From an optimization exercise on the open Yosys and OpenROAD flow, aimed at small area, a short achievable clock period and few clock cycles; shortcuts taken in it are not production practice. Function was checked by simulation only, so behaviour that the tests miss may differ from the original. Power and IR drop assume default switching activity.

## the reference run
==> flow/design.v <==
module demosaic(clk, reset, in_en, data_in, wr_r, addr_r, wdata_r, rdata_r, wr_g, addr_g, wdata_g, rdata_g, wr_b, addr_b, wdata_b, rdata_b, done);
input clk;
input reset;
input in_en;
input [7:0] data_in;
output reg wr_r;
output [13:0] addr_r;
output reg [7:0] wdata_r;
input [7:0] rdata_r;
output reg wr_g;
output reg [13:0] addr_g;
output [7:0] wdata_g;
input [7:0] rdata_g;
output reg wr_b;
output [13:0] addr_b;
output reg [7:0] wdata_b;
input [7:0] rdata_b;
output reg done;
reg        fill;
reg [6:0]  r;             
reg [7:0]  q;             
reg [3:0]  ph;            
reg        first;         
reg        second;        
reg [7:0]  rg, rx;        
reg [7:0]  xb;            
reg [9:0]  p;             
reg [8:0]  ya;            
reg [7:0]  half;          
reg [9:0]  d;             
reg [7:0]  xn;            
reg [13:0] addr_rb;
assign wdata_g = p[9:2];
assign addr_r = addr_rb;
assign addr_b = addr_rb;
wire       odd  = r[0];
wire [7:0] rv   = rx;
wire [7:0] rh   = rx;
wire [6:0] rm1 = r - 7'd1;
wire [6:0] rp1 = r + 7'd1;
wire [6:0] qc  = q[6:0];
wire [6:0] qm4 = qc - 7'd4;
wire [6:0] qm1 = qc - 7'd1;
wire [6:0] qp1 = qc + 7'd1;
wire [6:0] qp2 = qc + 7'd2;
wire       last = q[7] & (q[6:1] == 6'd1);
wire       endc = ph[2] & last & (r == 7'd127);
wire [9:0] g_sum = p + {2'b0, rg};
wire [9:0] v_sum = {1'b0, ya} + {2'b0, rv};
wire [9:0] d_sum = d + {2'b0, rv};
wire [8:0] h_sum = {1'b0, xn} + {1'b0, rh};
wire [7:0] v_wdata = ph[1] ? half : d_sum[9:2];
wire [7:0] h_wdata = h_sum[8:1];
always @(posedge clk) begin
    rg <= rdata_g;
    rx <= (odd ^ ph[3]) ? rdata_r : rdata_b;
    if (!fill || odd || ph[0]) wdata_r <= !fill ? data_in : odd ? v_wdata : h_wdata;
    if (!fill || !odd || ph[0]) wdata_b <= !fill ? data_in : odd ? h_wdata : v_wdata;
end
always @(posedge clk) begin
    if (reset) begin
        fill <= 1'b0;
        r <= 7'd0;
        q <= 8'd0;
        ph <= 4'd0;
        first <= 1'b1;
        second <= 1'b0;
        done <= 1'b0;
        wr_r <= 1'b0;
        wr_g <= 1'b0;
        wr_b <= 1'b0;
        addr_g <= 14'd0;
        addr_rb <= 14'd0;
    end else if (!fill) begin
        addr_g <= {r, qc};
        addr_rb <= {r, qc};
        p <= {data_in, 2'b00};
        wr_g <= in_en & (r[0] == qc[0]);
        wr_r <= in_en & !r[0] & qc[0];
        wr_b <= in_en & r[0] & !qc[0];
        if (in_en) begin
            q[6:0] <= qp1;
            if (qc == 7'd127) begin
                r <= rp1;
                if (r == 7'd127) begin
                    fill <= 1'b1;
                    ph <= 4'b1000;
                end
            end
        end
    end else begin
        ph <= {ph[2:0], ph[3]};
        wr_r <= 1'b0;
        wr_g <= 1'b0;
        wr_b <= 1'b0;
        if (ph[3]) addr_g <= first ? {r, qc} : {rm1, qm1};
        if (ph[0]) addr_g <= {rp1, qm1};
        if (ph[1]) begin
            addr_g <= {r, qp2};
            if (first) xb <= rg; else p <= g_sum;
        end
        if (ph[2]) begin
            addr_g <= {r, qm1};
            wr_g <= !first;
            p <= g_sum;
        end
        if (ph[3]) begin
            p <= {2'b0, xb} + {2'b0, rg};
            xb <= rg;
        end
        if (ph[3]) addr_rb <= {rm1, qc};
        if (ph[0]) begin
            addr_rb <= {rp1, qc};
            xn <= rh;
        end
        if (ph[1]) begin
            addr_rb <= {r, qm4};
            wr_r <= !first & !second;
            wr_b <= !first & !second;
            d <= v_sum;
            half <= ya[8:1];
            ya <= {1'b0, rv};
        end
        if (ph[2]) begin
            addr_rb <= {r, qm1};
            wr_r <= !first & odd;
            wr_b <= !first & !odd;
            ya <= v_sum[8:0];
            q <= last ? {7'd0, rp1[0]} : q + 8'd2;
            if (last) r <= rp1;
            first <= last;
            second <= first;
        end
        if (done || endc) begin
            wr_r <= 1'b0; wr_g <= 1'b0; wr_b <= 1'b0;
        end
        if (endc) done <= 1'b1;
    end
end
endmodule
Settings: LEC_CHECK=0, CAP_MARGIN=20, CORE_MARGIN=2, CORE_UTILIZATION=60, CTS_BUF_LIST=sky130_fd_sc_hd__clkbuf_4 sky130_fd_sc_hd__clkbuf_8, PLACE_DENSITY=0.8, SETUP_SLACK_MARGIN=3.0, SLEW_MARGIN=20, TNS_END_PERCENT=10; clock period 5.0 ns.
standard.sh (not shown) runs the stock make flow with config.mk's settings and CLKGATE_MAP_FILE= SYNTH_SCRIPT=/design/flow/synth_recipe.tcl, a recipe that flattens the netlist after the stock synthesis.
==> flow/flow/run.sh <==
#!/bin/bash
# The standard layout (the standard.sh, unchanged synthesis), except that
# the port buffers that global placement inserts on every input and output
# are sky130_fd_sc_hd__buf_1 rather than the default cell.
set -euo pipefail
export BUFFER_PORTS_ARGS="-buffer_cell sky130_fd_sc_hd__buf_1"
bash standard.sh finish > make_finish.log 2>&1
Testbench counts of the reference run, summed over its fixed seeds: cycles 802,816.
Edits applied to the flow inputs when going from the reference run to the trial run:
--- a/flow/design.v
+++ b/flow/design.v
@@ -30,4 +30,5 @@
 reg [9:0]  d;             
 reg [7:0]  xn;            
+reg [7:0]  hv;            
 reg [13:0] addr_rb;
 assign wdata_g = p[9:2];
@@ -50,11 +51,15 @@
 wire [9:0] d_sum = d + {2'b0, rv};
 wire [8:0] h_sum = {1'b0, xn} + {1'b0, rh};
-wire [7:0] v_wdata = ph[1] ? half : d_sum[9:2];
-wire [7:0] h_wdata = h_sum[8:1];
+wire       s_in = !fill;
+wire       s_d  = fill & ph[2];
+wire       s_hr = fill & !ph[2] & odd;    
+wire       s_hb = fill & !ph[2] & !odd;   
+wire [7:0] nd_r = ({8{s_in}} & data_in) | ({8{s_hr}} & half) | ({8{s_hb}} & hv);
+wire [7:0] nd_b = ({8{s_in}} & data_in) | ({8{s_hb}} & half) | ({8{s_hr}} & hv);
 always @(posedge clk) begin
     rg <= rdata_g;
     rx <= (odd ^ ph[3]) ? rdata_r : rdata_b;
-    if (!fill || odd || ph[0]) wdata_r <= !fill ? data_in : odd ? v_wdata : h_wdata;
-    if (!fill || !odd || ph[0]) wdata_b <= !fill ? data_in : odd ? h_wdata : v_wdata;
+    wdata_r <= nd_r | ({8{s_d}} & d_sum[9:2]);
+    wdata_b <= nd_b | ({8{s_d}} & d_sum[9:2]);
 end
 always @(posedge clk) begin
@@ -113,4 +118,5 @@
             addr_rb <= {rp1, qc};
             xn <= rh;
+            hv <= h_sum[8:1];
         end
         if (ph[1]) begin
Findings:
- The trial run completed every stage of the flow, and the final layout passed the timing, DRC and antenna checks.
- Cell area for the trial run is higher than for the reference run.
- Compare the trial run and the reference run | combined global-route utilization of all metal layers higher: the reference run
- Looking at synthesized area across the trial run and the reference run, the one that comes out higher is the trial run.
- Compared with the reference run, the trial run shows a critical path depth that is 1 lower.
- Compared with the reference run, the trial run shows power that has gone up by a few percent.
- Comparing the trial run and the reference run, the higher count of buffers not belonging to the clock network in the layout is on the trial run.
Testbench counts of the trial run, summed over its fixed seeds: cycles 802,816.

## port drivers added, routing unchanged
In the flow no input, the clock included, has a driving cell. The finished layouts below were timed again as built, in two steps. Step 1, drivers: a clkbuf_16 drives clk and a buf_2 each remaining input, both assumed. Step 2 moves the port delays by t, midway between the first and last clock arrival at a register: inputs arrive t later, outputs are due t later. That takes back most of the time a late clock gives input paths. a / b / c = ideal / step 1 / step 2; a / b = the first two.
run | shift t [ns] | slack for setup (ns) | worst register clock-pin slew, ns | worst data-port slew with drivers (ns)
the reference run | 0.490 | 2.821 / 2.821 / 2.482 | 0.08 / 0.08 | 0.04
the trial run | 0.489 | 2.908 / 2.880 / 2.437 | 0.09 / 0.09 | 0.05
After both steps every run listed still meets setup and hold. For the trial run, which loses most, drivers alone change the setup slack by -0.028 ns; drivers and shift together by -0.471 ns.
